Source: an optimization exercise on an open RTL-to-GDS flow (aim: a short achievable clock period and few clock cycles). Production flows keep margins and buffers that such runs may drop.
Function not checked in this run: the RTL went through the layout flow alone.
Power is estimated from default activity; no workload was simulated.

<file path="flow/config.mk">
export PLATFORM = sky130hd
export DESIGN_NAME = minirv_top
export DESIGN_NICKNAME = minirv_top
export VERILOG_FILES = /design/flow/design.v
export SDC_FILE = /design/flow/constraint.sdc
export NUM_CORES = 4
export LEC_CHECK = 0
export ABC_CLOCK_PERIOD_IN_PS = 1500
export CAP_MARGIN = 20
export CORE_MARGIN = 2
export CORE_UTILIZATION = 45
export PLACE_DENSITY = 0.6
export SETUP_SLACK_MARGIN = 5
export SLEW_MARGIN = 20
</file>
<file path="flow/constraint.sdc">
create_clock -name core_clock -period 9.5 [get_ports {clk}]
set_input_delay 1.9000 -clock core_clock [delete_from_list [all_inputs] [get_ports {clk}]]
set_output_delay 1.9000 -clock core_clock [all_outputs]
set_load 0.01 [all_outputs]
</file>
<file path="flow/design.v">
module pc
(
    input  wire [31:0]  D,
    input  wire         enable,
    input  wire         clk,
    input  wire         rst,
    output wire [31:0]  pc_out
);
    reg [31:0] reg_pc_out;
    always @(posedge clk or posedge rst)
    begin
        if (rst) 
        begin
            reg_pc_out <= 32'h80000000;
        end else if (enable) 
        begin
            reg_pc_out <= D;
        end
    end
    assign pc_out = reg_pc_out;
endmodule
module my_decoder 
(
    input   wire [31:0] instruction,
    output  wire [6:0]  opcode,
    output  wire [4:0]  rd,
    output  wire [2:0]  funct3,
    output  wire [4:0]  rs1,
    output  wire [4:0]  rs2,
    output  wire [6:0]  funct7,
    output  wire        ebreak
);
    assign opcode   = instruction[6:0];
    assign rd       = instruction[11:7];
    assign funct3   = instruction[14:12];
    assign rs1      = instruction[19:15];
    assign rs2      = instruction[24:20];
    assign funct7   = instruction[31:25];
    assign ebreak   = (instruction == 32'h0010_0073) ? 1'b1 : 1'b0;
endmodule
module which_type (
    input  wire [6:0]   opcode,
    output wire         r_type,
    output wire         i_type,
    output wire         s_type,
    output wire         u_type
);
    assign r_type = (opcode == 7'b0110011);  
    assign i_type =
        (opcode == 7'b0010011) ||  
        (opcode == 7'b0000011) ||  
        (opcode == 7'b1100111);    
    assign s_type = (opcode == 7'b0100011);  
    assign u_type = (opcode == 7'b0110111);  
endmodule
module which_instruction
(
    input   wire [6:0]  opcode,
    input   wire [2:0]  funct3,
    input   wire [6:0]  funct7,
    input   wire        ebreak,
    output  wire        add,
    output  wire        addi,
    output  wire        lui,
    output  wire        lw,
    output  wire        lbu,
    output  wire        sw,
    output  wire        sb,
    output  wire        jalr,
    output  wire        illegal
);
    localparam [6:0] OPCODE_RTYPE  = 7'b0110011;  
    localparam [6:0] OPCODE_ITYPE  = 7'b0010011;  
    localparam [6:0] OPCODE_LOAD   = 7'b0000011;  
    localparam [6:0] OPCODE_STORE  = 7'b0100011;  
    localparam [6:0] OPCODE_LUI    = 7'b0110111;  
    localparam [6:0] OPCODE_JALR   = 7'b1100111;  
    assign add  = (opcode == OPCODE_RTYPE) && (funct3 == 3'b000) && (funct7 == 7'b0000000) && ~ebreak;
    assign addi = (opcode == OPCODE_ITYPE) && (funct3 == 3'b000) && ~ebreak;
    assign lui  = (opcode == OPCODE_LUI) && ~ebreak;
    assign lw   = (opcode == OPCODE_LOAD)  && (funct3 == 3'b010) && ~ebreak;
    assign lbu  = (opcode == OPCODE_LOAD)  && (funct3 == 3'b100) && ~ebreak;
    assign sw   = (opcode == OPCODE_STORE) && (funct3 == 3'b010) && ~ebreak;
    assign sb   = (opcode == OPCODE_STORE) && (funct3 == 3'b000) && ~ebreak;
    assign jalr = (opcode == OPCODE_JALR)  && (funct3 == 3'b000) && ~ebreak;
    assign illegal = ~(add | addi | lui | lw | lbu | sw | sb | jalr) && ~ebreak;
endmodule
module immediate_generator (
    input   wire [31:0] instruction,
    input   wire        illegal,
    input   wire        r_type,
    input   wire        i_type,
    input   wire        s_type,
    input   wire        u_type,
    output  wire [31:0] imm
);
    reg     [31:0] reg_imm;
    wire    [11:0] imm_i = instruction[31:20];
    wire    [11:0] imm_s = {instruction[31:25], instruction[11:7]};
    wire    [19:0] imm_u = instruction[31:12];
    always @(*) 
    begin
        if (i_type) 
        begin
            reg_imm = {{20{imm_i[11]}}, imm_i};
        end
        else if (s_type) 
        begin
            reg_imm = {{20{imm_s[11]}}, imm_s};
        end
        else if (u_type) 
        begin
            reg_imm = {imm_u, 12'b0};
        end
        else 
        begin
            reg_imm = 32'b0;
        end
    end
    assign imm = reg_imm;
endmodule
module reg_write_enabler
(
    input   wire add,
    input   wire addi,
    input   wire lui,
    input   wire lw,
    input   wire lbu,
    input   wire jalr,
    input   wire illegal,
    input   wire ebreak,
    output  wire reg_write
);
    assign reg_write = ((add || addi || lui || lw || lbu || jalr) && ~illegal && ~ebreak);
endmodule
module register_32bits 
(
    input   wire [31:0]     D,
    input   wire            enable,
    input   wire            clk,
    input   wire            rst,
    output  wire [31:0]     reg_out
);
    reg [31:0] reg_reg_out;
    always @(posedge clk or posedge rst)
    begin
        if (rst) 
        begin
            reg_reg_out <= 32'b0;
        end
        else 
        begin
            if (enable) 
            begin
                reg_reg_out <= D;
            end
        end
    end
    assign reg_out = reg_reg_out;
endmodule
module mux_32to1_32bits 
(   
    input   wire    [31:0]  in0,
    input   wire    [31:0]  in1,
    input   wire    [31:0]  in2,
    input   wire    [31:0]  in3,
    input   wire    [31:0]  in4,
    input   wire    [31:0]  in5,
    input   wire    [31:0]  in6,
    input   wire    [31:0]  in7,
    input   wire    [31:0]  in8,
    input   wire    [31:0]  in9,
    input   wire    [31:0]  in10,
    input   wire    [31:0]  in11,
    input   wire    [31:0]  in12,
    input   wire    [31:0]  in13,
    input   wire    [31:0]  in14,
    input   wire    [31:0]  in15,
    input   wire    [31:0]  in16,
    input   wire    [31:0]  in17,
    input   wire    [31:0]  in18,
    input   wire    [31:0]  in19,
    input   wire    [31:0]  in20,
    input   wire    [31:0]  in21,
    input   wire    [31:0]  in22,
    input   wire    [31:0]  in23,
    input   wire    [31:0]  in24,
    input   wire    [31:0]  in25,
    input   wire    [31:0]  in26,
    input   wire    [31:0]  in27,
    input   wire    [31:0]  in28,
    input   wire    [31:0]  in29,
    input   wire    [31:0]  in30,
    input   wire    [31:0]  in31,
    input   wire    [4:0]   sel, 
    output  wire    [31:0]  mux_out
);
    reg [31:0] reg_mux_out;
    always @(*) 
    begin
        case (sel)
            5'b00000: reg_mux_out = in0;
            5'b00001: reg_mux_out = in1;
            5'b00010: reg_mux_out = in2;
            5'b00011: reg_mux_out = in3;
            5'b00100: reg_mux_out = in4;
            5'b00101: reg_mux_out = in5;
            5'b00110: reg_mux_out = in6;
            5'b00111: reg_mux_out = in7;
            5'b01000: reg_mux_out = in8;
            5'b01001: reg_mux_out = in9;
            5'b01010: reg_mux_out = in10;
            5'b01011: reg_mux_out = in11;
            5'b01100: reg_mux_out = in12;
            5'b01101: reg_mux_out = in13;
            5'b01110: reg_mux_out = in14;
            5'b01111: reg_mux_out = in15;
            5'b10000: reg_mux_out = in16;
            5'b10001: reg_mux_out = in17;
            5'b10010: reg_mux_out = in18;
            5'b10011: reg_mux_out = in19;
            5'b10100: reg_mux_out = in20;
            5'b10101: reg_mux_out = in21;
            5'b10110: reg_mux_out = in22;
            5'b10111: reg_mux_out = in23;
            5'b11000: reg_mux_out = in24;
            5'b11001: reg_mux_out = in25;
            5'b11010: reg_mux_out = in26;
            5'b11011: reg_mux_out = in27;
            5'b11100: reg_mux_out = in28;
            5'b11101: reg_mux_out = in29;
            5'b11110: reg_mux_out = in30;
            5'b11111: reg_mux_out = in31;
            default: reg_mux_out = 32'd0;
        endcase
    end
    assign mux_out = reg_mux_out;
endmodule
module register_file
(
    input   wire [4:0]  rs1_addr,
    input   wire [4:0]  rs2_addr,
    input   wire [4:0]  rd_addr,
    input   wire        reg_write,
    input   wire [31:0] rd_data,
    input   wire        clk,
    input   wire        rst,
    output  wire [31:0] rs1_val,
    output  wire [31:0] rs2_val,
    output wire [31:0] register_32bits_0_value,
    output wire [31:0] register_32bits_1_value,
    output wire [31:0] register_32bits_2_value,
    output wire [31:0] register_32bits_3_value,
    output wire [31:0] register_32bits_4_value,
    output wire [31:0] register_32bits_5_value,
    output wire [31:0] register_32bits_6_value,
    output wire [31:0] register_32bits_7_value,
    output wire [31:0] register_32bits_8_value,
    output wire [31:0] register_32bits_9_value,
    output wire [31:0] register_32bits_10_value,
    output wire [31:0] register_32bits_11_value,
    output wire [31:0] register_32bits_12_value,
    output wire [31:0] register_32bits_13_value,
    output wire [31:0] register_32bits_14_value,
    output wire [31:0] register_32bits_15_value,
    output wire [31:0] register_32bits_16_value,
    output wire [31:0] register_32bits_17_value,
    output wire [31:0] register_32bits_18_value,
    output wire [31:0] register_32bits_19_value,
    output wire [31:0] register_32bits_20_value,
    output wire [31:0] register_32bits_21_value,
    output wire [31:0] register_32bits_22_value,
    output wire [31:0] register_32bits_23_value,
    output wire [31:0] register_32bits_24_value,
    output wire [31:0] register_32bits_25_value,
    output wire [31:0] register_32bits_26_value,
    output wire [31:0] register_32bits_27_value,
    output wire [31:0] register_32bits_28_value,
    output wire [31:0] register_32bits_29_value,
    output wire [31:0] register_32bits_30_value,
    output wire [31:0] register_32bits_31_value
);
    wire [31:0] wire_register_32bits_0_reg_out;
    wire [31:0] wire_register_32bits_1_reg_out;
    wire [31:0] wire_register_32bits_2_reg_out;
    wire [31:0] wire_register_32bits_3_reg_out;
    wire [31:0] wire_register_32bits_4_reg_out;
    wire [31:0] wire_register_32bits_5_reg_out;
    wire [31:0] wire_register_32bits_6_reg_out;
    wire [31:0] wire_register_32bits_7_reg_out;
    wire [31:0] wire_register_32bits_8_reg_out;
    wire [31:0] wire_register_32bits_9_reg_out;
    wire [31:0] wire_register_32bits_10_reg_out;
    wire [31:0] wire_register_32bits_11_reg_out;
    wire [31:0] wire_register_32bits_12_reg_out;
    wire [31:0] wire_register_32bits_13_reg_out;
    wire [31:0] wire_register_32bits_14_reg_out;
    wire [31:0] wire_register_32bits_15_reg_out;
    wire [31:0] wire_register_32bits_16_reg_out;
    wire [31:0] wire_register_32bits_17_reg_out;
    wire [31:0] wire_register_32bits_18_reg_out;
    wire [31:0] wire_register_32bits_19_reg_out;
    wire [31:0] wire_register_32bits_20_reg_out;
    wire [31:0] wire_register_32bits_21_reg_out;
    wire [31:0] wire_register_32bits_22_reg_out;
    wire [31:0] wire_register_32bits_23_reg_out;
    wire [31:0] wire_register_32bits_24_reg_out;
    wire [31:0] wire_register_32bits_25_reg_out;
    wire [31:0] wire_register_32bits_26_reg_out;
    wire [31:0] wire_register_32bits_27_reg_out;
    wire [31:0] wire_register_32bits_28_reg_out;
    wire [31:0] wire_register_32bits_29_reg_out;
    wire [31:0] wire_register_32bits_30_reg_out;
    wire [31:0] wire_register_32bits_31_reg_out;
    assign register_32bits_0_value  = wire_register_32bits_0_reg_out;
    assign register_32bits_1_value  = wire_register_32bits_1_reg_out;
    assign register_32bits_2_value  = wire_register_32bits_2_reg_out;
    assign register_32bits_3_value  = wire_register_32bits_3_reg_out;
    assign register_32bits_4_value  = wire_register_32bits_4_reg_out;
    assign register_32bits_5_value  = wire_register_32bits_5_reg_out;
    assign register_32bits_6_value  = wire_register_32bits_6_reg_out;
    assign register_32bits_7_value  = wire_register_32bits_7_reg_out;
    assign register_32bits_8_value  = wire_register_32bits_8_reg_out;
    assign register_32bits_9_value  = wire_register_32bits_9_reg_out;
    assign register_32bits_10_value = wire_register_32bits_10_reg_out;
    assign register_32bits_11_value = wire_register_32bits_11_reg_out;
    assign register_32bits_12_value = wire_register_32bits_12_reg_out;
    assign register_32bits_13_value = wire_register_32bits_13_reg_out;
    assign register_32bits_14_value = wire_register_32bits_14_reg_out;
    assign register_32bits_15_value = wire_register_32bits_15_reg_out;
    assign register_32bits_16_value = wire_register_32bits_16_reg_out;
    assign register_32bits_17_value = wire_register_32bits_17_reg_out;
    assign register_32bits_18_value = wire_register_32bits_18_reg_out;
    assign register_32bits_19_value = wire_register_32bits_19_reg_out;
    assign register_32bits_20_value = wire_register_32bits_20_reg_out;
    assign register_32bits_21_value = wire_register_32bits_21_reg_out;
    assign register_32bits_22_value = wire_register_32bits_22_reg_out;
    assign register_32bits_23_value = wire_register_32bits_23_reg_out;
    assign register_32bits_24_value = wire_register_32bits_24_reg_out;
    assign register_32bits_25_value = wire_register_32bits_25_reg_out;
    assign register_32bits_26_value = wire_register_32bits_26_reg_out;
    assign register_32bits_27_value = wire_register_32bits_27_reg_out;
    assign register_32bits_28_value = wire_register_32bits_28_reg_out;
    assign register_32bits_29_value = wire_register_32bits_29_reg_out;
    assign register_32bits_30_value = wire_register_32bits_30_reg_out;
    assign register_32bits_31_value = wire_register_32bits_31_reg_out;
    register_32bits register_32bits_0 
    (
        .D(32'd0),
        .enable(1'b0),
        .clk(clk),
        .rst(rst),
        .reg_out(wire_register_32bits_0_reg_out)
    );
    register_32bits register_32bits_1 
    (
        .D(rd_data),
        .enable((rd_addr == 5'd1) && reg_write),
        .clk(clk),
        .rst(rst),
        .reg_out(wire_register_32bits_1_reg_out)
    );
    register_32bits register_32bits_2
    (
        .D(rd_data),
        .enable((rd_addr == 5'd2) && reg_write),
        .clk(clk),
        .rst(rst),
        .reg_out(wire_register_32bits_2_reg_out)
    );
    register_32bits register_32bits_3
    (
        .D(rd_data),
        .enable((rd_addr == 5'd3) && reg_write),
        .clk(clk),
        .rst(rst),
        .reg_out(wire_register_32bits_3_reg_out)
    );
    register_32bits register_32bits_4 
    (
        .D(rd_data),
        .enable((rd_addr == 5'd4) && reg_write),
        .clk(clk),
        .rst(rst),
        .reg_out(wire_register_32bits_4_reg_out)
    );
    register_32bits register_32bits_5
    (
        .D(rd_data),
        .enable((rd_addr == 5'd5) && reg_write),
        .clk(clk),
        .rst(rst),
        .reg_out(wire_register_32bits_5_reg_out)
    );
    register_32bits register_32bits_6 
    (
        .D(rd_data),
        .enable((rd_addr == 5'd6) && reg_write),
        .clk(clk),
        .rst(rst),
        .reg_out(wire_register_32bits_6_reg_out)
    );
    register_32bits register_32bits_7 
    (
        .D(rd_data),
        .enable((rd_addr == 5'd7) && reg_write),
        .clk(clk),
        .rst(rst),
        .reg_out(wire_register_32bits_7_reg_out)
    );
    register_32bits register_32bits_8 
    (
        .D(rd_data),
        .enable((rd_addr == 5'd8) && reg_write),
        .clk(clk),
        .rst(rst),
        .reg_out(wire_register_32bits_8_reg_out)
    );
    register_32bits register_32bits_9 
    (
        .D(rd_data),
        .enable((rd_addr == 5'd9) && reg_write),
        .clk(clk),
        .rst(rst),
        .reg_out(wire_register_32bits_9_reg_out)
    );
    register_32bits register_32bits_10 
    (
        .D(rd_data),
        .enable((rd_addr == 5'd10) && reg_write),
        .clk(clk),
        .rst(rst),
        .reg_out(wire_register_32bits_10_reg_out)
    );
    register_32bits register_32bits_11 
    (
        .D(rd_data),
        .enable((rd_addr == 5'd11) && reg_write),
        .clk(clk),
        .rst(rst),
        .reg_out(wire_register_32bits_11_reg_out)
    );
    register_32bits register_32bits_12 
    (
        .D(rd_data),
        .enable((rd_addr == 5'd12) && reg_write),
        .clk(clk),
        .rst(rst),
        .reg_out(wire_register_32bits_12_reg_out)
    );
    register_32bits register_32bits_13 
    (
        .D(rd_data),
        .enable((rd_addr == 5'd13) && reg_write),
        .clk(clk),
        .rst(rst),
        .reg_out(wire_register_32bits_13_reg_out)
    );
    register_32bits register_32bits_14 
    (
        .D(rd_data),
        .enable((rd_addr == 5'd14) && reg_write),
        .clk(clk),
        .rst(rst),
        .reg_out(wire_register_32bits_14_reg_out)
    );
    register_32bits register_32bits_15 
    (
        .D(rd_data),
        .enable((rd_addr == 5'd15) && reg_write),
        .clk(clk),
        .rst(rst),
        .reg_out(wire_register_32bits_15_reg_out)
    );
    register_32bits register_32bits_16
    (
        .D(rd_data),
        .enable((rd_addr == 5'd16) && reg_write),
        .clk(clk),
        .rst(rst),
        .reg_out(wire_register_32bits_16_reg_out)
    );
    register_32bits register_32bits_17
    (
        .D(rd_data),
        .enable((rd_addr == 5'd17) && reg_write),
        .clk(clk),
        .rst(rst),
        .reg_out(wire_register_32bits_17_reg_out)
    );
    register_32bits register_32bits_18
    (
        .D(rd_data),
        .enable((rd_addr == 5'd18) && reg_write),
        .clk(clk),
        .rst(rst),
        .reg_out(wire_register_32bits_18_reg_out)
    );
    register_32bits register_32bits_19
    (
        .D(rd_data),
        .enable((rd_addr == 5'd19) && reg_write),
        .clk(clk),
        .rst(rst),
        .reg_out(wire_register_32bits_19_reg_out)
    );
    register_32bits register_32bits_20
    (
        .D(rd_data),
        .enable((rd_addr == 5'd20) && reg_write),
        .clk(clk),
        .rst(rst),
        .reg_out(wire_register_32bits_20_reg_out)
    );
    register_32bits register_32bits_21
    (
        .D(rd_data),
        .enable((rd_addr == 5'd21) && reg_write),
        .clk(clk),
        .rst(rst),
        .reg_out(wire_register_32bits_21_reg_out)
    );
    register_32bits register_32bits_22
    (
        .D(rd_data),
        .enable((rd_addr == 5'd22) && reg_write),
        .clk(clk),
        .rst(rst),
        .reg_out(wire_register_32bits_22_reg_out)
    );
    register_32bits register_32bits_23
    (
        .D(rd_data),
        .enable((rd_addr == 5'd23) && reg_write),
        .clk(clk),
        .rst(rst),
        .reg_out(wire_register_32bits_23_reg_out)
    );
    register_32bits register_32bits_24
    (
        .D(rd_data),
        .enable((rd_addr == 5'd24) && reg_write),
        .clk(clk),
        .rst(rst),
        .reg_out(wire_register_32bits_24_reg_out)
    );
    register_32bits register_32bits_25
    (
        .D(rd_data),
        .enable((rd_addr == 5'd25) && reg_write),
        .clk(clk),
        .rst(rst),
        .reg_out(wire_register_32bits_25_reg_out)
    );
    register_32bits register_32bits_26
    (
        .D(rd_data),
        .enable((rd_addr == 5'd26) && reg_write),
        .clk(clk),
        .rst(rst),
        .reg_out(wire_register_32bits_26_reg_out)
    );
    register_32bits register_32bits_27
    (
        .D(rd_data),
        .enable((rd_addr == 5'd27) && reg_write),
        .clk(clk),
        .rst(rst),
        .reg_out(wire_register_32bits_27_reg_out)
    );
    register_32bits register_32bits_28
    (
        .D(rd_data),
        .enable((rd_addr == 5'd28) && reg_write),
        .clk(clk),
        .rst(rst),
        .reg_out(wire_register_32bits_28_reg_out)
    );
    register_32bits register_32bits_29
    (
        .D(rd_data),
        .enable((rd_addr == 5'd29) && reg_write),
        .clk(clk),
        .rst(rst),
        .reg_out(wire_register_32bits_29_reg_out)
    );
    register_32bits register_32bits_30
    (
        .D(rd_data),
        .enable((rd_addr == 5'd30) && reg_write),
        .clk(clk),
        .rst(rst),
        .reg_out(wire_register_32bits_30_reg_out)
    );
    register_32bits register_32bits_31
    (
        .D(rd_data),
        .enable((rd_addr == 5'd31) && reg_write),
        .clk(clk),
        .rst(rst),
        .reg_out(wire_register_32bits_31_reg_out)
    );
    mux_32to1_32bits mux_32to1_32bits_0 
    (
        .in0(wire_register_32bits_0_reg_out),
        .in1(wire_register_32bits_1_reg_out),
        .in2(wire_register_32bits_2_reg_out),
        .in3(wire_register_32bits_3_reg_out),
        .in4(wire_register_32bits_4_reg_out),
        .in5(wire_register_32bits_5_reg_out),
        .in6(wire_register_32bits_6_reg_out),
        .in7(wire_register_32bits_7_reg_out),
        .in8(wire_register_32bits_8_reg_out),
        .in9(wire_register_32bits_9_reg_out),
        .in10(wire_register_32bits_10_reg_out),
        .in11(wire_register_32bits_11_reg_out),
        .in12(wire_register_32bits_12_reg_out),
        .in13(wire_register_32bits_13_reg_out),
        .in14(wire_register_32bits_14_reg_out),
        .in15(wire_register_32bits_15_reg_out),
        .in16(wire_register_32bits_16_reg_out),
        .in17(wire_register_32bits_17_reg_out),
        .in18(wire_register_32bits_18_reg_out),
        .in19(wire_register_32bits_19_reg_out),
        .in20(wire_register_32bits_20_reg_out),
        .in21(wire_register_32bits_21_reg_out),
        .in22(wire_register_32bits_22_reg_out),
        .in23(wire_register_32bits_23_reg_out),
        .in24(wire_register_32bits_24_reg_out),
        .in25(wire_register_32bits_25_reg_out),
        .in26(wire_register_32bits_26_reg_out),
        .in27(wire_register_32bits_27_reg_out),
        .in28(wire_register_32bits_28_reg_out),
        .in29(wire_register_32bits_29_reg_out),
        .in30(wire_register_32bits_30_reg_out),
        .in31(wire_register_32bits_31_reg_out),
        .sel(rs1_addr),
        .mux_out(rs1_val)
    );
    mux_32to1_32bits mux_32to1_32bits_1
    (
        .in0(wire_register_32bits_0_reg_out),
        .in1(wire_register_32bits_1_reg_out),
        .in2(wire_register_32bits_2_reg_out),
        .in3(wire_register_32bits_3_reg_out),
        .in4(wire_register_32bits_4_reg_out),
        .in5(wire_register_32bits_5_reg_out),
        .in6(wire_register_32bits_6_reg_out),
        .in7(wire_register_32bits_7_reg_out),
        .in8(wire_register_32bits_8_reg_out),
        .in9(wire_register_32bits_9_reg_out),
        .in10(wire_register_32bits_10_reg_out),
        .in11(wire_register_32bits_11_reg_out),
        .in12(wire_register_32bits_12_reg_out),
        .in13(wire_register_32bits_13_reg_out),
        .in14(wire_register_32bits_14_reg_out),
        .in15(wire_register_32bits_15_reg_out),
        .in16(wire_register_32bits_16_reg_out),
        .in17(wire_register_32bits_17_reg_out),
        .in18(wire_register_32bits_18_reg_out),
        .in19(wire_register_32bits_19_reg_out),
        .in20(wire_register_32bits_20_reg_out),
        .in21(wire_register_32bits_21_reg_out),
        .in22(wire_register_32bits_22_reg_out),
        .in23(wire_register_32bits_23_reg_out),
        .in24(wire_register_32bits_24_reg_out),
        .in25(wire_register_32bits_25_reg_out),
        .in26(wire_register_32bits_26_reg_out),
        .in27(wire_register_32bits_27_reg_out),
        .in28(wire_register_32bits_28_reg_out),
        .in29(wire_register_32bits_29_reg_out),
        .in30(wire_register_32bits_30_reg_out),
        .in31(wire_register_32bits_31_reg_out),
        .sel(rs2_addr),
        .mux_out(rs2_val)
    );
endmodule
module b_mux 
(
    input   wire [31:0] rs2_val,
    input   wire [31:0] imm,
    input   wire        addi,
    input   wire        lw,
    input   wire        lbu,
    input   wire        sw,
    input   wire        sb,
    input   wire        jalr,
    output  wire [31:0] b
);
    assign b = (addi || lw || lbu || sw || sb || jalr) ? imm : rs2_val;
endmodule
module alu
(
    input   wire [31:0] a,
    input   wire [31:0] b,
    output  wire [31:0] y
);
    assign y = a + b;
endmodule
module pc_plus_4
(
    input   wire [31:0] pc,
    output  wire [31:0] pc_plus_4_out
);
    assign pc_plus_4_out = pc + 4;
endmodule
module writeback_mux
(
    input   wire [31:0] y,
    input   wire [31:0] imm,
    input   wire [31:0] read_data,
    input   wire [31:0] pc_plus_4,
    input   wire        lw,
    input   wire        lbu,
    input   wire        lui,
    input   wire        jalr,
    output  wire [31:0] rd_data
);
    assign rd_data =
        (lw  || lbu) ? read_data :
        (lui)        ? imm       :
        (jalr)       ? pc_plus_4  :
                       y;
endmodule
module next_pc 
(
    input   wire [31:0] pc_plus_4,
    input   wire [31:0] y,
    input   wire        jalr,
    output  wire [31:0] pc_next
);
    assign pc_next = jalr ? {y[31:1], 1'b0} : pc_plus_4;
endmodule
module memory_control
(
    input  wire [31:0] y,          
    input  wire [31:0] rs2_val,     
    input  wire        lw,
    input  wire        lbu,
    input  wire        sw,
    input  wire        sb,
    input  wire        ebreak,      
    input  wire [31:0] d_rdata_word,   
    output wire [31:0] d_addr,         
    output wire [31:0] d_wdata,        
    output wire [3:0]  d_wstrb,        
    output wire        d_we,           
    output wire [31:0] load_data       
);
    wire [31:0] addr_aligned = {y[31:2], 2'b00};
    assign d_addr = addr_aligned;
    assign d_we = (sw | sb) & ~ebreak;
    assign d_wstrb =
        sw ? 4'b1111 :
        sb ? (4'b0001 << y[1:0]) :
             4'b0000;
    assign d_wdata =
        sw ? rs2_val :
        sb ? {4{rs2_val[7:0]}} :
             32'b0;
    wire [7:0] sel_byte =
        (y[1:0] == 2'b00) ? d_rdata_word[7:0]   :
        (y[1:0] == 2'b01) ? d_rdata_word[15:8]  :
        (y[1:0] == 2'b10) ? d_rdata_word[23:16] :
                            d_rdata_word[31:24];
    assign load_data =
        lw  ? d_rdata_word :
        lbu ? {24'b0, sel_byte} :
              32'b0;
endmodule
module minirv_top
(
    input   wire        clk,
    input   wire        rst,
    output  wire [31:0] i_addr,
    input   wire [31:0] i_rdata,
    output  wire [31:0] d_addr,
    output  wire [31:0] d_wdata,
    output  wire [3:0]  d_wstrb,
    output  wire        d_we,
    input   wire [31:0] d_rdata,
    output  wire        halt,
    output  wire [31:0] reg0_val,
    output  wire [31:0] reg1_val,
    output  wire [31:0] reg2_val,
    output  wire [31:0] reg3_val,
    output  wire [31:0] reg4_val,
    output  wire [31:0] reg5_val,
    output  wire [31:0] reg6_val,
    output  wire [31:0] reg7_val,
    output  wire [31:0] reg8_val,
    output  wire [31:0] reg9_val,
    output  wire [31:0] reg10_val,
    output  wire [31:0] reg11_val,
    output  wire [31:0] reg12_val,
    output  wire [31:0] reg13_val,
    output  wire [31:0] reg14_val,
    output  wire [31:0] reg15_val,
    output  wire [31:0] reg16_val,
    output  wire [31:0] reg17_val,
    output  wire [31:0] reg18_val,
    output  wire [31:0] reg19_val,
    output  wire [31:0] reg20_val,
    output  wire [31:0] reg21_val,
    output  wire [31:0] reg22_val,
    output  wire [31:0] reg23_val,
    output  wire [31:0] reg24_val,
    output  wire [31:0] reg25_val,
    output  wire [31:0] reg26_val,
    output  wire [31:0] reg27_val,
    output  wire [31:0] reg28_val,
    output  wire [31:0] reg29_val,
    output  wire [31:0] reg30_val,
    output  wire [31:0] reg31_val
);
    localparam [31:0] RESET_PC = 32'h8000_0000;
    reg  [4:0]  rd_w0, rd_w1;
    reg  [31:0] res_w0, res_w1;
    reg clr;
    always @(posedge clk or posedge rst) begin
        if (rst)
            clr <= 1'b1;
        else
            clr <= 1'b0;
    end
    reg  [4:0]  rd_x0, rd_x1;
    reg  [31:0] res_x0, res_x1;
    wire [31:0] rfv [0:31];
    wire [31:0] rov [0:31];
    assign rfv[0] = 32'd0;
    assign rov[0] = 32'd0;
    genvar gi;
    generate
        for (gi = 1; gi < 32; gi = gi + 1) begin : g_rf
            reg [31:0] r;
            reg [31:0] o;
            always @(posedge clk) begin
                if (clr)
                    r <= 32'd0;
                else if (rd_w1 == gi)
                    r <= res_w1;
                else if (rd_w0 == gi)
                    r <= res_w0;
            end
            always @(posedge clk) begin
                if (clr)
                    o <= 32'd0;
                else if (rd_x1 == gi)
                    o <= res_x1;
                else if (rd_x0 == gi)
                    o <= res_x0;
            end
            assign rfv[gi] = r;
            assign rov[gi] = o;
        end
    endgenerate
    reg  [31:0] pc_f;
    reg         f2ok;        
    reg  [60:0] q0, q1, q2, q3;
    reg  [31:0] pc0;
    reg  [2:0]  qn;
    wire        v0 = (qn != 3'd0);
    wire        v1 = (qn[2] | qn[1]);
    wire [31:0] ir0 = q0[31:0];
    wire [31:0] ir1 = q1[31:0];
    reg         stopped;
    reg  [31:0] a0_v, b0_v, s0_v, p1_v, q1_v, s1_v;
    reg  [4:0]  a0_s, b0_s, s0_s, p1_s, q1_s, s1_s;    
    reg         s1_c;                                        
    reg  [31:0] link_e0, link_e1;
    reg  [4:0]  rd_e0, rd_e1;
    reg         ld_e0, ld_e1, lw_e0, lw_e1, st_e0, st_e1, sw_e0, sw_e1, jalr_e0, jalr_e1;
    reg         h_e;
    reg  [31:0] sum_m0, sum_m1, link_m0, link_m1;
    reg  [31:0] daddr_r, wdata_m;
    reg  [3:0]  wstrb_m;
    reg         we_m;
    reg  [4:0]  rd_m0, rd_m1;
    reg         lw_m0, lw_m1, lbu_m0, lbu_m1, jalr_m0, jalr_m1;
    reg         h_m, h_w;
    reg         halt_r;
    wire [6:0] pw0_op = i_rdata[6:0];
    wire [2:0] pw0_f3 = i_rdata[14:12];
    wire pw0_add  = (pw0_op == 7'h33) && (pw0_f3 == 3'd0) && (i_rdata[31:25] == 7'd0);
    wire pw0_addi = (pw0_op == 7'h13) && (pw0_f3 == 3'd0);
    wire pw0_lui  = (pw0_op == 7'h37);
    wire pw0_lw   = (pw0_op == 7'h03) && (pw0_f3 == 3'd2);
    wire pw0_lbu  = (pw0_op == 7'h03) && (pw0_f3 == 3'd4);
    wire pw0_sw   = (pw0_op == 7'h23) && (pw0_f3 == 3'd2);
    wire pw0_sb   = (pw0_op == 7'h23) && (pw0_f3 == 3'd0);
    wire pw0_jalr = (pw0_op == 7'h67) && (pw0_f3 == 3'd0);
    wire pw0_ebrk = (i_rdata == 32'h0010_0073);
    wire pw0_wr   = (pw0_add | pw0_addi | pw0_lui | pw0_lw | pw0_lbu | pw0_jalr) && (i_rdata[11:7] != 5'd0);
    wire pw0_ld   = (pw0_lw | pw0_lbu) && pw0_wr;      
    wire pw0_st   = pw0_sw | pw0_sb;
    wire pw0_mem  = pw0_ld | pw0_st;
    wire pw0_alu  = pw0_add | pw0_addi | pw0_lui;
    wire [4:0] pw0_rd = pw0_wr ? i_rdata[11:7] : 5'd0;
    wire [4:0] pw0_fa = (pw0_add | pw0_addi | pw0_ld | pw0_st | pw0_jalr) ? i_rdata[19:15] : 5'd0;
    wire [4:0] pw0_fb = (pw0_add | pw0_st) ? i_rdata[24:20] : 5'd0;
    wire [60:0] pw0 = {pw0_fb, pw0_fa, pw0_rd, pw0_alu, pw0_mem, pw0_st, pw0_ld, pw0_wr,
                        pw0_ebrk, pw0_jalr, pw0_sb, pw0_sw, pw0_lbu, pw0_lw, pw0_lui, pw0_addi,
                        pw0_add, i_rdata};
    wire [6:0] pw1_op = d_rdata[6:0];
    wire [2:0] pw1_f3 = d_rdata[14:12];
    wire pw1_add  = (pw1_op == 7'h33) && (pw1_f3 == 3'd0) && (d_rdata[31:25] == 7'd0);
    wire pw1_addi = (pw1_op == 7'h13) && (pw1_f3 == 3'd0);
    wire pw1_lui  = (pw1_op == 7'h37);
    wire pw1_lw   = (pw1_op == 7'h03) && (pw1_f3 == 3'd2);
    wire pw1_lbu  = (pw1_op == 7'h03) && (pw1_f3 == 3'd4);
    wire pw1_sw   = (pw1_op == 7'h23) && (pw1_f3 == 3'd2);
    wire pw1_sb   = (pw1_op == 7'h23) && (pw1_f3 == 3'd0);
    wire pw1_jalr = (pw1_op == 7'h67) && (pw1_f3 == 3'd0);
    wire pw1_ebrk = (d_rdata == 32'h0010_0073);
    wire pw1_wr   = (pw1_add | pw1_addi | pw1_lui | pw1_lw | pw1_lbu | pw1_jalr) && (d_rdata[11:7] != 5'd0);
    wire pw1_ld   = (pw1_lw | pw1_lbu) && pw1_wr;      
    wire pw1_st   = pw1_sw | pw1_sb;
    wire pw1_mem  = pw1_ld | pw1_st;
    wire pw1_alu  = pw1_add | pw1_addi | pw1_lui;
    wire [4:0] pw1_rd = pw1_wr ? d_rdata[11:7] : 5'd0;
    wire [4:0] pw1_fa = (pw1_add | pw1_addi | pw1_ld | pw1_st | pw1_jalr) ? d_rdata[19:15] : 5'd0;
    wire [4:0] pw1_fb = (pw1_add | pw1_st) ? d_rdata[24:20] : 5'd0;
    wire [60:0] pw1 = {pw1_fb, pw1_fa, pw1_rd, pw1_alu, pw1_mem, pw1_st, pw1_ld, pw1_wr,
                        pw1_ebrk, pw1_jalr, pw1_sb, pw1_sw, pw1_lbu, pw1_lw, pw1_lui, pw1_addi,
                        pw1_add, d_rdata};
    wire add0  = q0[32];
    wire addi0 = q0[33];
    wire lui0  = q0[34];
    wire lw0   = q0[35];
    wire lbu0  = q0[36];
    wire sw0   = q0[37];
    wire sb0   = q0[38];
    wire jalr0 = q0[39];
    wire ebrk0 = q0[40];
    wire wr0   = q0[41];
    wire ld0   = q0[42];
    wire st0   = q0[43];
    wire mem0  = q0[44];
    wire alu0  = q0[45];
    wire [4:0] rd0 = q0[50:46];
    wire [4:0] fa0 = q0[55:51];
    wire [4:0] fb0 = q0[60:56];
    wire [31:0] imm0 = lui0 ? {ir0[31:12], 12'd0} :
                        st0  ? {{20{ir0[31]}}, ir0[31:25], ir0[11:7]} :
                                 {{20{ir0[31]}}, ir0[31:20]};
    wire add1  = q1[32];
    wire addi1 = q1[33];
    wire lui1  = q1[34];
    wire lw1   = q1[35];
    wire lbu1  = q1[36];
    wire sw1   = q1[37];
    wire sb1   = q1[38];
    wire jalr1 = q1[39];
    wire ebrk1 = q1[40];
    wire wr1   = q1[41];
    wire ld1   = q1[42];
    wire st1   = q1[43];
    wire mem1  = q1[44];
    wire alu1  = q1[45];
    wire [4:0] rd1 = q1[50:46];
    wire [4:0] fa1 = q1[55:51];
    wire [4:0] fb1 = q1[60:56];
    wire [31:0] imm1 = lui1 ? {ir1[31:12], 12'd0} :
                        st1  ? {{20{ir1[31]}}, ir1[31:25], ir1[11:7]} :
                                 {{20{ir1[31]}}, ir1[31:20]};
    wire [4:0]  fa0_r  = ir0[19:15];
    wire [31:0] fa0_rv = (fa0_r == rd_w1 && rd_w1 != 5'd0) ? res_w1 :
                        (fa0_r == rd_w0 && rd_w0 != 5'd0) ? res_w0 : rfv[fa0_r];
    wire fa0_me1 = (fa0 != 5'd0) && (fa0 == rd_e1);
    wire fa0_me0 = (fa0 != 5'd0) && (fa0 == rd_e0);
    wire fa0_mm1 = (fa0 != 5'd0) && (fa0 == rd_m1);
    wire fa0_mm0 = (fa0 != 5'd0) && (fa0 == rd_m0);
    wire [4:0] fa0_sel = fa0_me1 ? 5'b00100 : fa0_me0 ? 5'b00010 :
                        fa0_mm1 ? 5'b10000 : fa0_mm0 ? 5'b01000 : 5'b00001;
    wire fa0_haz = (fa0_me1 && ld_e1) || (!fa0_me1 && fa0_me0 && ld_e0);
    wire [4:0]  fb0_r  = ir0[24:20];
    wire [31:0] fb0_rv = (fb0_r == rd_w1 && rd_w1 != 5'd0) ? res_w1 :
                        (fb0_r == rd_w0 && rd_w0 != 5'd0) ? res_w0 : rfv[fb0_r];
    wire fb0_me1 = (fb0 != 5'd0) && (fb0 == rd_e1);
    wire fb0_me0 = (fb0 != 5'd0) && (fb0 == rd_e0);
    wire fb0_mm1 = (fb0 != 5'd0) && (fb0 == rd_m1);
    wire fb0_mm0 = (fb0 != 5'd0) && (fb0 == rd_m0);
    wire [4:0] fb0_sel = fb0_me1 ? 5'b00100 : fb0_me0 ? 5'b00010 :
                        fb0_mm1 ? 5'b10000 : fb0_mm0 ? 5'b01000 : 5'b00001;
    wire fb0_haz = (fb0_me1 && ld_e1) || (!fb0_me1 && fb0_me0 && ld_e0);
    wire [4:0]  fa1_r  = ir1[19:15];
    wire [31:0] fa1_rv = (fa1_r == rd_w1 && rd_w1 != 5'd0) ? res_w1 :
                        (fa1_r == rd_w0 && rd_w0 != 5'd0) ? res_w0 : rfv[fa1_r];
    wire fa1_me1 = (fa1 != 5'd0) && (fa1 == rd_e1);
    wire fa1_me0 = (fa1 != 5'd0) && (fa1 == rd_e0);
    wire fa1_mm1 = (fa1 != 5'd0) && (fa1 == rd_m1);
    wire fa1_mm0 = (fa1 != 5'd0) && (fa1 == rd_m0);
    wire [4:0] fa1_sel = fa1_me1 ? 5'b00100 : fa1_me0 ? 5'b00010 :
                        fa1_mm1 ? 5'b10000 : fa1_mm0 ? 5'b01000 : 5'b00001;
    wire fa1_haz = (fa1_me1 && ld_e1) || (!fa1_me1 && fa1_me0 && ld_e0);
    wire [4:0]  fb1_r  = ir1[24:20];
    wire [31:0] fb1_rv = (fb1_r == rd_w1 && rd_w1 != 5'd0) ? res_w1 :
                        (fb1_r == rd_w0 && rd_w0 != 5'd0) ? res_w0 : rfv[fb1_r];
    wire fb1_me1 = (fb1 != 5'd0) && (fb1 == rd_e1);
    wire fb1_me0 = (fb1 != 5'd0) && (fb1 == rd_e0);
    wire fb1_mm1 = (fb1 != 5'd0) && (fb1 == rd_m1);
    wire fb1_mm0 = (fb1 != 5'd0) && (fb1 == rd_m0);
    wire [4:0] fb1_sel = fb1_me1 ? 5'b00100 : fb1_me0 ? 5'b00010 :
                        fb1_mm1 ? 5'b10000 : fb1_mm0 ? 5'b01000 : 5'b00001;
    wire fb1_haz = (fb1_me1 && ld_e1) || (!fb1_me1 && fb1_me0 && ld_e0);
    wire [31:0] kc = imm0 + imm1;
    wire cascA = (fa1 != 5'd0) && (fa1 == rd0);
    wire cascB = add1 && (fb1 != 5'd0) && (fb1 == rd0);
    wire cascS = st1 && (fb1 != 5'd0) && (fb1 == rd0);
    wire casc  = cascA | cascB | cascS;
    wire haz0  = fa0_haz | fb0_haz;
    wire haz1  = (fa1_haz && !cascA) || (fb1_haz && !(cascB || cascS));
    wire pair_ok = v1 && !jalr0 && !(mem0 && mem1) && !haz1 && !ebrk1 &&
                   (!casc || alu0) && !(cascA && cascB) &&
                   (!cascA || lui0 || (addi0 && !add1)) && (!cascB || lui0);
    wire redirect = jalr_e0 | jalr_e1;
    wire ebrk_go  = v0 && ebrk0 && !redirect;
    wire issue0   = v0 && !ebrk0 && !haz0 && !redirect;
    wire issue1   = issue0 && pair_ok;
    wire [1:0] k    = issue1 ? 2'd2 : issue0 ? 2'd1 : 2'd0;
    reg  [2:0] rem_0, rem_1, rem_2;      
    reg  [2:0] qn_0, qn_1, qn_2;         
    reg  [1:0] acc_0, acc_1, acc_2;      
    always @(*) begin
        case (qn)
            3'd0: begin rem_0 = 3'd0; rem_1 = 3'd0; rem_2 = 3'd0; end
            3'd1: begin rem_0 = 3'd1; rem_1 = 3'd0; rem_2 = 3'd0; end
            3'd2: begin rem_0 = 3'd2; rem_1 = 3'd1; rem_2 = 3'd0; end
            3'd3: begin rem_0 = 3'd3; rem_1 = 3'd2; rem_2 = 3'd1; end
            default: begin rem_0 = 3'd4; rem_1 = 3'd3; rem_2 = 3'd2; end
        endcase
        case (rem_0)
            3'd4: begin acc_0 = 2'd0; qn_0 = 3'd4; end
            3'd3: begin acc_0 = 2'd1; qn_0 = 3'd4; end
            3'd2: begin acc_0 = f2ok ? 2'd2 : 2'd1; qn_0 = f2ok ? 3'd4 : 3'd3; end
            3'd1: begin acc_0 = f2ok ? 2'd2 : 2'd1; qn_0 = f2ok ? 3'd3 : 3'd2; end
            default: begin acc_0 = f2ok ? 2'd2 : 2'd1; qn_0 = f2ok ? 3'd2 : 3'd1; end
        endcase
        case (rem_1)
            3'd3: begin acc_1 = 2'd1; qn_1 = 3'd4; end
            3'd2: begin acc_1 = f2ok ? 2'd2 : 2'd1; qn_1 = f2ok ? 3'd4 : 3'd3; end
            3'd1: begin acc_1 = f2ok ? 2'd2 : 2'd1; qn_1 = f2ok ? 3'd3 : 3'd2; end
            default: begin acc_1 = f2ok ? 2'd2 : 2'd1; qn_1 = f2ok ? 3'd2 : 3'd1; end
        endcase
        case (rem_2)
            3'd2: begin acc_2 = f2ok ? 2'd2 : 2'd1; qn_2 = f2ok ? 3'd4 : 3'd3; end
            3'd1: begin acc_2 = f2ok ? 2'd2 : 2'd1; qn_2 = f2ok ? 3'd3 : 3'd2; end
            default: begin acc_2 = f2ok ? 2'd2 : 2'd1; qn_2 = f2ok ? 3'd2 : 3'd1; end
        endcase
    end
    wire [31:0] sum_e0, sum_e1;
    wire [31:0] a0_x = ({32{a0_s[0]}} & a0_v) | ({32{a0_s[1]}} & sum_m0) | ({32{a0_s[2]}} & sum_m1) |
                       ({32{a0_s[3]}} & res_w0) | ({32{a0_s[4]}} & res_w1);
    wire [31:0] b0_x = ({32{b0_s[0]}} & b0_v) | ({32{b0_s[1]}} & sum_m0) | ({32{b0_s[2]}} & sum_m1) |
                       ({32{b0_s[3]}} & res_w0) | ({32{b0_s[4]}} & res_w1);
    wire [31:0] s0_x = ({32{s0_s[0]}} & s0_v) | ({32{s0_s[1]}} & sum_m0) | ({32{s0_s[2]}} & sum_m1) |
                       ({32{s0_s[3]}} & res_w0) | ({32{s0_s[4]}} & res_w1);
    wire [31:0] p1_x = ({32{p1_s[0]}} & p1_v) | ({32{p1_s[1]}} & sum_m0) | ({32{p1_s[2]}} & sum_m1) |
                       ({32{p1_s[3]}} & res_w0) | ({32{p1_s[4]}} & res_w1);
    wire [31:0] q1_x = ({32{q1_s[0]}} & q1_v) | ({32{q1_s[1]}} & sum_m0) | ({32{q1_s[2]}} & sum_m1) |
                       ({32{q1_s[3]}} & res_w0) | ({32{q1_s[4]}} & res_w1);
    wire [31:0] s1_x = ({32{s1_s[0]}} & s1_v) | ({32{s1_s[1]}} & sum_m0) | ({32{s1_s[2]}} & sum_m1) |
                       ({32{s1_s[3]}} & res_w0) | ({32{s1_s[4]}} & res_w1) | ({32{s1_c}} & sum_e0);
    assign sum_e0 = a0_x + b0_x;
    assign sum_e1 = p1_x + q1_x;
    wire [31:0] target = jalr_e0 ? sum_e0 : sum_e1;
    wire        mem_e0 = ld_e0 | st_e0;
    wire        mem_e1 = ld_e1 | st_e1;
    wire [31:0] st_x   = st_e0 ? s0_x : s1_x;
    wire        st_sw  = st_e0 ? sw_e0 : sw_e1;
    reg [7:0] lbyte;
    always @(*) begin
        case (daddr_r[1:0])
            2'd0: lbyte = d_rdata[7:0];
            2'd1: lbyte = d_rdata[15:8];
            2'd2: lbyte = d_rdata[23:16];
            default: lbyte = d_rdata[31:24];
        endcase
    end
    wire [31:0] res_m0 = lw_m0 ? d_rdata : lbu_m0 ? {24'd0, lbyte} : jalr_m0 ? link_m0 : sum_m0;
    wire [31:0] res_m1 = lw_m1 ? d_rdata : lbu_m1 ? {24'd0, lbyte} : jalr_m1 ? link_m1 : sum_m1;
    wire [31:0] pc_f4  = pc_f + 32'd4;
    wire [31:0] pc_f8  = pc_f + 32'd8;
    wire [31:0] pc_f12 = pc_f + 32'd12;
    wire [31:0] pc0_4  = pc0 + 32'd4;
    wire [31:0] pc0_8  = pc0 + 32'd8;
    wire [60:0] qa [0:3];
    assign qa[0] = q0; assign qa[1] = q1; assign qa[2] = q2; assign qa[3] = q3;
    wire [60:0] qk0 [0:3];
    wire [60:0] qk1 [0:3];
    wire [60:0] qk2 [0:3];
    generate
        for (gi = 0; gi < 4; gi = gi + 1) begin : g_qx
            assign qk0[gi] = (gi < rem_0) ? qa[gi] : (gi == rem_0) ? pw0 : pw1;
            if (gi < 3) begin : g1
                assign qk1[gi] = (gi < rem_1) ? qa[gi + 1] : (gi == rem_1) ? pw0 : pw1;
            end else begin : g1n
                assign qk1[gi] = (gi == rem_1) ? pw0 : pw1;
            end
            if (gi < 2) begin : g2
                assign qk2[gi] = (gi < rem_2) ? qa[gi + 2] : (gi == rem_2) ? pw0 : pw1;
            end else begin : g2n
                assign qk2[gi] = (gi == rem_2) ? pw0 : pw1;
            end
        end
    endgenerate
    wire [60:0] qx0 = issue1 ? qk2[0] : issue0 ? qk1[0] : qk0[0];
    wire [60:0] qx1 = issue1 ? qk2[1] : issue0 ? qk1[1] : qk0[1];
    wire [60:0] qx2 = issue1 ? qk2[2] : issue0 ? qk1[2] : qk0[2];
    wire [60:0] qx3 = issue1 ? qk2[3] : issue0 ? qk1[3] : qk0[3];
    wire [31:0] pcn_0 = (acc_0 == 2'd2) ? pc_f8 : (acc_0 == 2'd1) ? pc_f4 : pc_f;
    wire [31:0] pcn_1 = (acc_1 == 2'd2) ? pc_f8 : pc_f4;
    wire [31:0] pcn_2 = (acc_2 == 2'd2) ? pc_f8 : pc_f4;
    wire [31:0] dan_0 = (acc_0 == 2'd2) ? pc_f12 : (acc_0 == 2'd1) ? pc_f8 : pc_f4;
    wire [31:0] dan_1 = (acc_1 == 2'd2) ? pc_f12 : pc_f8;
    wire [31:0] dan_2 = (acc_2 == 2'd2) ? pc_f12 : pc_f8;
    always @(posedge clk or posedge rst) begin
        if (rst) begin
            pc_f    <= RESET_PC;
            daddr_r <= RESET_PC + 32'd4;
            f2ok    <= 1'b1;
            qn      <= 3'd0;
            pc0     <= RESET_PC;
            stopped <= 1'b0;
            rd_e0 <= 5'd0; rd_e1 <= 5'd0;
            ld_e0 <= 1'b0; ld_e1 <= 1'b0; st_e0 <= 1'b0; st_e1 <= 1'b0;
            jalr_e0 <= 1'b0; jalr_e1 <= 1'b0;
            h_e <= 1'b0; h_m <= 1'b0; h_w <= 1'b0; halt_r <= 1'b0;
            rd_x0 <= 5'd0; rd_x1 <= 5'd0;
            we_m <= 1'b0;
            rd_m0 <= 5'd0; rd_m1 <= 5'd0;
            lw_m0 <= 1'b0; lw_m1 <= 1'b0; lbu_m0 <= 1'b0; lbu_m1 <= 1'b0;
            jalr_m0 <= 1'b0; jalr_m1 <= 1'b0;
            rd_w0 <= 5'd0; rd_w1 <= 5'd0;
        end else begin
            if (redirect) begin
                pc_f <= {target[31:1], 1'b0};
                qn   <= 3'd0;
            end else if (stopped || ebrk_go) begin
                qn   <= 3'd0;
            end else begin
                pc_f <= issue1 ? pcn_2 : issue0 ? pcn_1 : pcn_0;
                qn   <= issue1 ? qn_2 : issue0 ? qn_1 : qn_0;
            end
            if (ebrk_go) stopped <= 1'b1;
            pc0 <= redirect ? {target[31:1], 1'b0} : (k == 2'd2) ? pc0_8 : (k == 2'd1) ? pc0_4 : pc0;
            if (mem_e0)
                daddr_r <= sum_e0;
            else if (mem_e1)
                daddr_r <= sum_e1;
            else
                daddr_r <= issue1 ? dan_2 : issue0 ? dan_1 : dan_0;
            f2ok <= !mem_e0 && !mem_e1 && !redirect;
            rd_e0   <= issue0 ? rd0 : 5'd0;
            ld_e0   <= issue0 && ld0;
            st_e0   <= issue0 && st0;
            jalr_e0 <= issue0 && jalr0;
            rd_e1   <= issue1 ? rd1 : 5'd0;
            ld_e1   <= issue1 && ld1;
            st_e1   <= issue1 && st1;
            jalr_e1 <= issue1 && jalr1;
            h_e     <= ebrk_go;
            we_m    <= st_e0 | st_e1;
            rd_m0   <= rd_e0;
            rd_m1   <= rd_e1;
            lw_m0   <= ld_e0 && lw_e0;
            lbu_m0  <= ld_e0 && !lw_e0;
            lw_m1   <= ld_e1 && lw_e1;
            lbu_m1  <= ld_e1 && !lw_e1;
            jalr_m0 <= jalr_e0;
            jalr_m1 <= jalr_e1;
            h_m     <= h_e;
            h_w     <= h_m;
            halt_r  <= halt_r | h_w;
            rd_w0   <= rd_m0;
            rd_w1   <= rd_m1;
            rd_x0   <= rd_w0;
            rd_x1   <= rd_w1;
        end
    end
    always @(posedge clk) begin
        q0 <= qx0;
        q1 <= qx1;
        q2 <= qx2;
        q3 <= qx3;
        a0_v <= lui0 ? 32'd0 : fa0_rv;
        a0_s <= fa0_sel;
        b0_v <= add0 ? fb0_rv : imm0;
        b0_s <= add0 ? fb0_sel : 5'b00001;
        s0_v <= fb0_rv;
        s0_s <= fb0_sel;
        link_e0 <= pc0_4;
        lw_e0 <= lw0;
        sw_e0 <= sw0;
        if (cascA && lui0 && add1) begin
            p1_v <= imm0;                   p1_s <= 5'b00001;
            q1_v <= fb1_rv;                 q1_s <= fb1_sel;
        end else if (cascA && lui0) begin
            p1_v <= kc;                     p1_s <= 5'b00001;
            q1_v <= 32'd0;                  q1_s <= 5'b00001;
        end else if (cascA) begin
            p1_v <= fa0_rv;                 p1_s <= fa0_sel;
            q1_v <= kc;                     q1_s <= 5'b00001;
        end else if (cascB) begin
            p1_v <= fa1_rv;                 p1_s <= fa1_sel;
            q1_v <= imm0;                   q1_s <= 5'b00001;
        end else begin
            p1_v <= lui1 ? 32'd0 : fa1_rv;  p1_s <= fa1_sel;
            q1_v <= add1 ? fb1_rv : imm1;   q1_s <= add1 ? fb1_sel : 5'b00001;
        end
        s1_v <= fb1_rv;
        s1_s <= cascS ? 5'b00000 : fb1_sel;
        s1_c <= cascS;
        link_e1 <= pc0_8;
        lw_e1 <= lw1;
        sw_e1 <= sw1;
        sum_m0  <= sum_e0;
        sum_m1  <= sum_e1;
        link_m0 <= link_e0;
        link_m1 <= link_e1;
        wdata_m <= st_sw ? st_x : {4{st_x[7:0]}};
        wstrb_m <= st_sw ? 4'b1111 : (4'b0001 << (st_e0 ? sum_e0[1:0] : sum_e1[1:0]));
        res_w0 <= res_m0;
        res_w1 <= res_m1;
        res_x0 <= res_w0;
        res_x1 <= res_w1;
    end
    assign i_addr  = pc_f;
    assign d_addr  = daddr_r;
    assign d_wdata = wdata_m;
    assign d_wstrb = wstrb_m;
    assign d_we    = we_m;
    assign halt    = halt_r;
    assign reg0_val = rov[0];
    assign reg1_val = rov[1];
    assign reg2_val = rov[2];
    assign reg3_val = rov[3];
    assign reg4_val = rov[4];
    assign reg5_val = rov[5];
    assign reg6_val = rov[6];
    assign reg7_val = rov[7];
    assign reg8_val = rov[8];
    assign reg9_val = rov[9];
    assign reg10_val = rov[10];
    assign reg11_val = rov[11];
    assign reg12_val = rov[12];
    assign reg13_val = rov[13];
    assign reg14_val = rov[14];
    assign reg15_val = rov[15];
    assign reg16_val = rov[16];
    assign reg17_val = rov[17];
    assign reg18_val = rov[18];
    assign reg19_val = rov[19];
    assign reg20_val = rov[20];
    assign reg21_val = rov[21];
    assign reg22_val = rov[22];
    assign reg23_val = rov[23];
    assign reg24_val = rov[24];
    assign reg25_val = rov[25];
    assign reg26_val = rov[26];
    assign reg27_val = rov[27];
    assign reg28_val = rov[28];
    assign reg29_val = rov[29];
    assign reg30_val = rov[30];
    assign reg31_val = rov[31];
endmodule
</file>
<file path="flow/flow/run.sh">
#!/bin/bash
set -euo pipefail
MARGIN=$(cat flow/margin.txt 2>/dev/null || echo 6.5)
bash standard.sh SETUP_SLACK_MARGIN=$MARGIN finish > make_finish.log 2>&1
</file>
<file path="flow/flow/margin.txt">
6.5
</file>
<file path="flow/standard.sh">
#!/bin/bash
# synth_recipe.tcl (not shown) runs the flow's synth.tcl, then flattens the netlist and writes it again
# the make line also repeats each setting of config.mk as NAME=value (left out here)
make -C /OpenROAD-flow-scripts/flow DESIGN_CONFIG=/design/flow/config.mk WORK_HOME=/design/flow/orfs CLKGATE_MAP_FILE= SYNTH_SCRIPT=/design/flow/synth_recipe.tcl "${@:-finish}"
</file>
==> metrics.log <==
INFO  metric cts_made_buffers = 339
INFO  metric gp_congestion = 1.13
INFO  metric pin_count_of_the_biggest_net_entering_global_routing = 187
INFO  metric clock_sinks = 2,922
INFO  metric hpwlAfterDp = about 750 mm
INFO  metric synthTopCellsByArea = sky130_fd_sc_hd__dfxtp_1 (31%), sky130_fd_sc_hd__mux2i_1 (13%), sky130_fd_sc_hd__a211oi_1 (9.4%)
INFO  metric place.detailed.instances = ~24,000
INFO  metric most_instantiated_cells_after_synthesis = sky130_fd_sc_hd__nor2_1 (2,611), sky130_fd_sc_hd__dfxtp_1 (2,561), sky130_fd_sc_hd__mux2i_1 (2,141)
INFO  metric synth.top_cell.area_share = 31.0%
INFO  metric cts.path.max_buffers = 4
INFO  metric error = [ERROR GRT-0232] Routing congestion too high. Check the congestion heatmap in the GUI.
INFO  metric ys.flop_type = sky130_fd_sc_hd__dfxtp_1
INFO  metric result_of_the_run = stopped before the end
INFO  metric syn_area = ~170,000 um2
INFO  metric h-tree-depth = 5
INFO  metric ys_warn_count = 1
INFO  metric clock_tree.root_cell = sky130_fd_sc_hd__clkbuf_16
INFO  metric grt_use_total = 70.7%
INFO  metric postSynthCellCount = 19,600
INFO  metric initial_core_util = 45.2%
INFO  metric remaining_global_route_overflow = 4
INFO  metric postSynthAreaPerCell = 8.42 um2
INFO  metric die_y = 610 um
INFO  metric top_level_ports = 1,192
INFO  metric synth-seq-cells = 2,922
INFO  metric synth_sequential_area_ratio = 37.1%
INFO  metric port_buffers = 1,158
INFO  metric post_synth_num_cell_types = 115
INFO  metric placement.setup.worst_slack = 3.60 ns
INFO  metric dominant_cell_type_by_area_after_synthesis = sky130_fd_sc_hd__dfxtp_1
INFO  metric synth_most_common_cell = sky130_fd_sc_hd__nor2_1
INFO  metric number_of_enable_flip_flop_cells_after_synthesis = 204
INFO  metric die-width = 610 um
INFO  metric rows = 222
INFO  metric postSynth.asyncResetShare = 5.37%
INFO  metric lastStage = global routing (5_1_grt)
-- cells by family after synthesis --
kind of cell / after synthesis / share of synthesized area, %
flip-flops: 2922 / 37.1
buffers and inverters: 2408 / 5.60
AND/OR/NAND/NOR: 5534 / 14.3
other: 1 / 0.00227
adder cells (fa/ha/maj): 104 / 0.800
XOR/XNOR: 303 / 1.60
AO/OA/AOI/OAI: 6195 / 27.4
multiplexers: 2173 / 13.2
-- how the worst max path moves through the flow --
stage	slack [ns]	to	cells past startpoint	from
floorplan	5.13	q1[47]	14	i_rdata[14]
global placement	3.61	q1[52]	11	d_rdata[12]
detailed placement	3.60	q1[52]	11	d_rdata[12]
CTS	5.35	daddr_r[25]	17	b0_s[3]
-- what timing repair did --
| item | 4_1_cts |
|---|---|
| gates resized for setup | 10000 |
| setup endpoints to repair | 2721 |
| setup buffers | 1304 |
| hold buffers | 0 |
| gates cloned | 174 |
| pin swaps | 819 |
-- power by group through the flow --
stage,Sequential (W),Combinational [W],Clock (W)
detailed placement,0.0176,0.0249,0
floorplan,0.0155,0.0136,0
CTS,0.0172,0.0357,0.0137
global placement,0.0177,0.0250,0
-- metal layers --
metal  global-route usage, %  overflow
met5                    34.5         0
met4                    61.1         0
met3                    55.4         4
met2                    83.7         0
met1                    76.2         0
-- through the flow --
step	hold slack, ns	total power (W)	instance area (um2)	utilization [%]
floorplan	0.310	0.0291	168000	-
global placement	0.311	0.0426	182000	49.8
detailed placement	0.312	0.0426	182000	49.8
CTS	0.321	0.0666	224000	61.3
